Source: an optimization exercise on an open RTL-to-GDS flow (aim: small area and a short achievable clock period). Production flows keep margins and buffers that such runs may drop. Where RTL was checked, it was by simulation tests only, not by an equivalence proof against the original.

==> v37: inputs <==
## glb_segment
module glb_segment #
(
    parameter H_DISP            = 12'd160       ,
    parameter V_DISP            = 12'd120
)
(
    input   wire                clk             ,
    input   wire                rst_n           ,
    input   wire                Y_hsync         ,
    input   wire                Y_vsync         ,
    input   wire    [ 7:0]      Y_data          ,
    input   wire                Y_de            ,
    output  wire                segment_hsync     ,
    output  wire                segment_vsync     ,
    output  wire    [ 7:0]      segment_data      ,
    output  wire                segment_de
);
==> module glb_segment, before the edit <==
module glb_segment #
(
    parameter H_DISP            = 12'd160       ,
    parameter V_DISP            = 12'd120
)
(
    input   wire                clk             ,
    input   wire                rst_n           ,
    input   wire                Y_hsync         ,
    input   wire                Y_vsync         ,
    input   wire    [ 7:0]      Y_data          ,
    input   wire                Y_de            ,
    output  wire                segment_hsync     ,
    output  wire                segment_vsync     ,
    output  wire    [ 7:0]      segment_data      ,
    output  wire                segment_de
);
localparam [14:0] NPIX = H_DISP*V_DISP;
reg             vs0, vs1, de0;
reg             hso, vso, deo;                   
reg     [ 1:0]  fc;
reg             seg;
reg     [ 7:0]  yd;
reg     [ 7:0]  mq;
reg     [23:0]  us, os;
reg     [14:0]  uc, oc;
assign segment_hsync = hso;
assign segment_vsync = vso;
assign segment_de    = deo;
assign segment_data  = {8{seg}};
wire nedge = vs1 & ~vs0;
wire f1 = (fc == 2'd1);
wire f2 = (fc == 2'd2);
wire f3 = (fc == 2'd3);
wire dv = f3 & ~mq[3];                   
wire fin = f3 & mq[3] & ~mq[0];          
wire [ 7:0] p     = yd & {8{de0}};
wire        under = (yd < mq);
wire        uen   = f1 | (f2 & under);
wire        oen   = f2 & ~under;
wire        wrap  = f1 & (us[14:8] == NPIX[14:8]);
wire        sclr  = nedge & ~fc[1];
wire        su    = us[23];
wire        so    = os[23];
wire [23:0] ua    = dv ? {us[22:0], 1'b0}
                       : {us[23:15] & {9{~(sclr | fin)}}, us[14:8] & {7{~(sclr | fin | wrap)}}, us[7:0] & {8{~sclr}}};
wire [23:0] ub    = dv ? {~su, uc ^ {15{su}}, {8{su}}}
                       : {16'd0, fin ? os[7:0] : uen ? p : 8'd0};
wire [23:0] usum  = ua + ub + {23'd0, dv & su};
wire [23:0] oa    = dv ? {os[22:0], 1'b0} : os & {24{~sclr}};
wire [23:0] ob    = dv ? {~so, oc ^ {15{so}}, {8{so}}} : {16'd0, oen ? p : 8'd0};
wire [23:0] osum  = oa + ob + {23'd0, dv & so};
always @(posedge clk or negedge rst_n) begin
    if (!rst_n) begin
        hso <= 1'b0; vso <= 1'b0; deo <= 1'b0; vs1 <= 1'b0;
    end else begin
        hso <= Y_hsync; vso <= Y_vsync; deo <= Y_de; vs1 <= vso;
    end
end
always @(posedge clk) begin
    vs0 <= Y_vsync;
    de0 <= Y_de;
end
always @(posedge clk)
    yd <= Y_data;
always @(posedge clk or negedge rst_n) begin
    if (!rst_n)
        fc <= 2'd0;
    else if (nedge & ~f3)
        fc <= fc + 2'd1;
end
always @(posedge clk) begin
    if (nedge & ~fc[0])
        mq <= 8'd0;
    else
        mq <= mq + {7'd0, wrap | dv | fin};
end
always @(posedge clk) begin
    if (dv) begin
        us <= {usum[23:1], ~usum[23]};
        os <= {osum[23:1], ~osum[23]};
    end else begin
        us <= usum;
        os <= osum;
    end
end
always @(posedge clk or negedge rst_n) begin
    if (!rst_n) begin
        uc <= 15'h0000;
        oc <= 15'h0000;
    end else begin
        uc <= uc - {14'd0, f2 & de0 & under};
        oc <= oc - {14'd0, f2 & de0 & ~under};
    end
end
always @(posedge clk or negedge rst_n) begin
    if (!rst_n)
        seg <= 1'b0;
    else if (Y_de & f3)
        seg <= ~(Y_data > us[8:1]);
end
endmodule
Settings: LEC_CHECK=0, CAP_MARGIN=20, CORE_MARGIN=2, CORE_UTILIZATION=45, PLACE_DENSITY=0.6, SLEW_MARGIN=20; clock period 120.0 ns.
standard.sh (not shown) runs the stock make flow with config.mk's settings and CLKGATE_MAP_FILE= SYNTH_SCRIPT=/design/flow/synth_recipe.tcl, a recipe that flattens the netlist after the stock synthesis.
==> flow/flow/run.sh <==
#!/bin/bash
# Layout flow: the standard synthesis, then the combinational logic of
# its netlist is re-mapped for area by ABC (every flip-flop instance is kept
# as the standard synthesis made it), then the standard ORFS flow from
# floorplan to finish with two changes:
#  - ports are buffered with buf_2 instead of the default delay buffer;
#  - CTS inserts no dummy loads.
# Each tool writes its full output to a log file in this folder (and ORFS
# keeps its per-step logs under orfs/logs).
set -euo pipefail
HERE=$(pwd)
R=$HERE/orfs/results/sky130hd/glb_segment/base
YOSYS=$FLOW_HOME/../tools/install/yosys/bin/yosys
[[ -x $YOSYS ]] || YOSYS=yosys

bash standard.sh synth > log_synth.txt 2>&1

cp $R/1_2_yosys.v $HERE/std_1_2_yosys.v
LIB=$FLOW_HOME/platforms/sky130hd/lib/sky130_fd_sc_hd__tt_025C_1v80.lib \
DONT_USE_CELLS="$(cat $HERE/flow/dontuse.txt)" \
IN_V=$HERE/std_1_2_yosys.v OUT_V=$HERE/resyn_1_2_yosys.v OUT_DIR=$HERE \
ABC_OPTS="-script +strash;&get,-n;&deepsyn,-T,30;&put;dch,-f;amap" \
  $YOSYS -c $HERE/flow/resyn.tcl > log_resyn.txt 2>&1

cp $HERE/resyn_1_2_yosys.v $R/1_2_yosys.v
rm -f $R/1_synth.odb $R/1_synth.sdc

bash standard.sh \
  "BUFFER_PORTS_ARGS=-buffer_cell sky130_fd_sc_hd__buf_2" \
  "CTS_ARGS=-sink_clustering_enable -repair_clock_nets -dont_use_dummy_load" \
  finish > log_finish.txt 2>&1
==> flow/flow/dontuse.txt <==
DONT_USE_CELLS: sky130_fd_sc_hd__probe_p_8 sky130_fd_sc_hd__probec_p_8 sky130_fd_sc_hd__lpflow_bleeder_1 sky130_fd_sc_hd__lpflow_clkbufkapwr_1 sky130_fd_sc_hd__lpflow_clkbufkapwr_16 sky130_fd_sc_hd__lpflow_clkbufkapwr_2 sky130_fd_sc_hd__lpflow_clkbufkapwr_4 sky130_fd_sc_hd__lpflow_clkbufkapwr_8 sky130_fd_sc_hd__lpflow_clkinvkapwr_1 sky130_fd_sc_hd__lpflow_clkinvkapwr_16 sky130_fd_sc_hd__lpflow_clkinvkapwr_2 sky130_fd_sc_hd__lpflow_clkinvkapwr_4 sky130_fd_sc_hd__lpflow_clkinvkapwr_8 sky130_fd_sc_hd__lpflow_decapkapwr_12 sky130_fd_sc_hd__lpflow_decapkapwr_3 sky130_fd_sc_hd__lpflow_decapkapwr_4 sky130_fd_sc_hd__lpflow_decapkapwr_6 sky130_fd_sc_hd__lpflow_decapkapwr_8 sky130_fd_sc_hd__lpflow_inputiso0n_1 sky130_fd_sc_hd__lpflow_inputiso0p_1 sky130_fd_sc_hd__lpflow_inputiso1n_1 sky130_fd_sc_hd__lpflow_inputiso1p_1 sky130_fd_sc_hd__lpflow_inputisolatch_1 sky130_fd_sc_hd__lpflow_isobufsrc_1 sky130_fd_sc_hd__lpflow_isobufsrc_16 sky130_fd_sc_hd__lpflow_isobufsrc_2 sky130_fd_sc_hd__lpflow_isobufsrc_4 sky130_fd_sc_hd__lpflow_isobufsrc_8 sky130_fd_sc_hd__lpflow_isobufsrckapwr_16 sky130_fd_sc_hd__lpflow_lsbuf_lh_hl_isowell_tap_1 sky130_fd_sc_hd__lpflow_lsbuf_lh_hl_isowell_tap_2 sky130_fd_sc_hd__lpflow_lsbuf_lh_hl_isowell_tap_4 sky130_fd_sc_hd__lpflow_lsbuf_lh_isowell_4 sky130_fd_sc_hd__lpflow_lsbuf_lh_isowell_tap_1 sky130_fd_sc_hd__lpflow_lsbuf_lh_isowell_tap_2 sky130_fd_sc_hd__lpflow_lsbuf_lh_isowell_tap_4
==> flow/flow/resyn.tcl <==
# Re-map the combinational logic of the standard synthesis netlist.
# Every flip-flop instance (name, cell type, connections) is kept.
yosys -import
set lib $::env(LIB)
set dontuse {}
foreach c $::env(DONT_USE_CELLS) { lappend dontuse -dont_use $c }
read_liberty -ignore_miss_func $lib
read_verilog -defer $::env(IN_V)
hierarchy -top glb_segment
# keep sequential cells as instances
setattr -mod -set keep_hierarchy 1 {sky130_fd_sc_hd__df*} {sky130_fd_sc_hd__edf*} {sky130_fd_sc_hd__sdf*} {sky130_fd_sc_hd__dl*} {sky130_fd_sc_hd__conb_1}
flatten
opt_clean -purge
tee -o $::env(OUT_DIR)/pre_stat.txt stat
opt -full
abc -liberty $lib {*}$dontuse {*}$::env(ABC_OPTS)
opt_clean -purge
hilomap -singleton -hicell sky130_fd_sc_hd__conb_1 HI -locell sky130_fd_sc_hd__conb_1 LO
insbuf -buf sky130_fd_sc_hd__buf_4 A X
splitnets
opt_clean -purge
blackbox =A:keep_hierarchy
select -module glb_segment
tee -o $::env(OUT_DIR)/post_stat.txt stat -liberty $lib
select -clear
write_verilog -noattr -nohex -nodec -selected $::env(OUT_V)
==> v34: changes against v37 <==
--- a/flow/design.v
+++ b/flow/design.v
@@ -18,4 +18,3 @@
 localparam [14:0] NPIX = H_DISP*V_DISP;
-reg             vs0, vs1, de0;
-reg             hso, vso, deo;                   
+reg             vs0, vs1, hs0, de0;
 reg     [ 1:0]  fc;
@@ -26,5 +25,5 @@
 reg     [14:0]  uc, oc;
-assign segment_hsync = hso;
-assign segment_vsync = vso;
-assign segment_de    = deo;
+assign segment_hsync = hs0;
+assign segment_vsync = vs0;
+assign segment_de    = de0;
 assign segment_data  = {8{seg}};
@@ -54,10 +53,6 @@
     if (!rst_n) begin
-        hso <= 1'b0; vso <= 1'b0; deo <= 1'b0; vs1 <= 1'b0;
+        vs0 <= 1'b0; vs1 <= 1'b0; hs0 <= 1'b0; de0 <= 1'b0;
     end else begin
-        hso <= Y_hsync; vso <= Y_vsync; deo <= Y_de; vs1 <= vso;
+        vs0 <= Y_vsync; vs1 <= vs0; hs0 <= Y_hsync; de0 <= Y_de;
     end
-end
-always @(posedge clk) begin
-    vs0 <= Y_vsync;
-    de0 <= Y_de;
 end
@@ -71,4 +66,6 @@
 end
-always @(posedge clk) begin
-    if (nedge & ~fc[0])
+always @(posedge clk or negedge rst_n) begin
+    if (!rst_n)
+        mq <= 8'd0;
+    else if (nedge & f2)
         mq <= 8'd0;
==> flow/flow/run.sh (replaced) <==
#!/bin/bash
# Standard ORFS layout (the standard.sh) with two changes:
#  - ports are buffered with buf_2 instead of the default delay buffer;
#  - CTS inserts no dummy loads.
set -euo pipefail
bash standard.sh \
  "BUFFER_PORTS_ARGS=-buffer_cell sky130_fd_sc_hd__buf_2" \
  "CTS_ARGS=-sink_clustering_enable -repair_clock_nets -dont_use_dummy_load" \
  finish > flow_make.log 2>&1
removed: flow/flow/dontuse.txt
removed: flow/flow/resyn.tcl
==> summary of the runs <==
- Clock skew: v34 is higher than v37 (0.0011 ns).
- Of v37 and v34, v34 has the higher synthesized area (gap 27%, measured against v34).
- Against v34, the global-route usage of v37 is higher by 0.13 points.
- Against v34, the flip-flop and latch count of v37 is higher by 2.
- Of v34 and v37, v34 has the higher cell count (gap 16%, measured against v37).
The RTL of v34 was laid out without a check of its function.

-- re-timing with driven ports --
Ports are ideal in the flow. The routed layouts listed here were re-timed in OpenROAD. Step 1 sets driving cells, clkbuf_16 on the clock port and buf_2 on the other inputs (assumed; they add their load-dependent delay and slew). Step 2 also shifts input and output timing later by t, the mid clock arrival at the registers, as if the neighbouring blocks saw the same clock. Slacks: ideal ports / drivers / drivers and shift; pairs: ideal ports / drivers.
run | t (ns) | setup slack, ns | worst hold slack (ns) | latest minus earliest clock arrival (ns) | worst data-port slew with drivers (ns)
v37 | 0.378 | 94.786 / 94.802 / 94.424 | 0.377 / 0.377 / 0.377 | 0.017 / 0.018 | 0.03
v34 | 0.382 | 94.599 / 94.561 / 94.435 | 0.446 / 0.446 / 0.446 | 0.018 / 0.018 | 0.04
After both steps every run listed still meets setup and hold. For v37, which loses most, drivers alone change the setup slack by +0.016 ns; drivers and shift together by -0.362 ns.
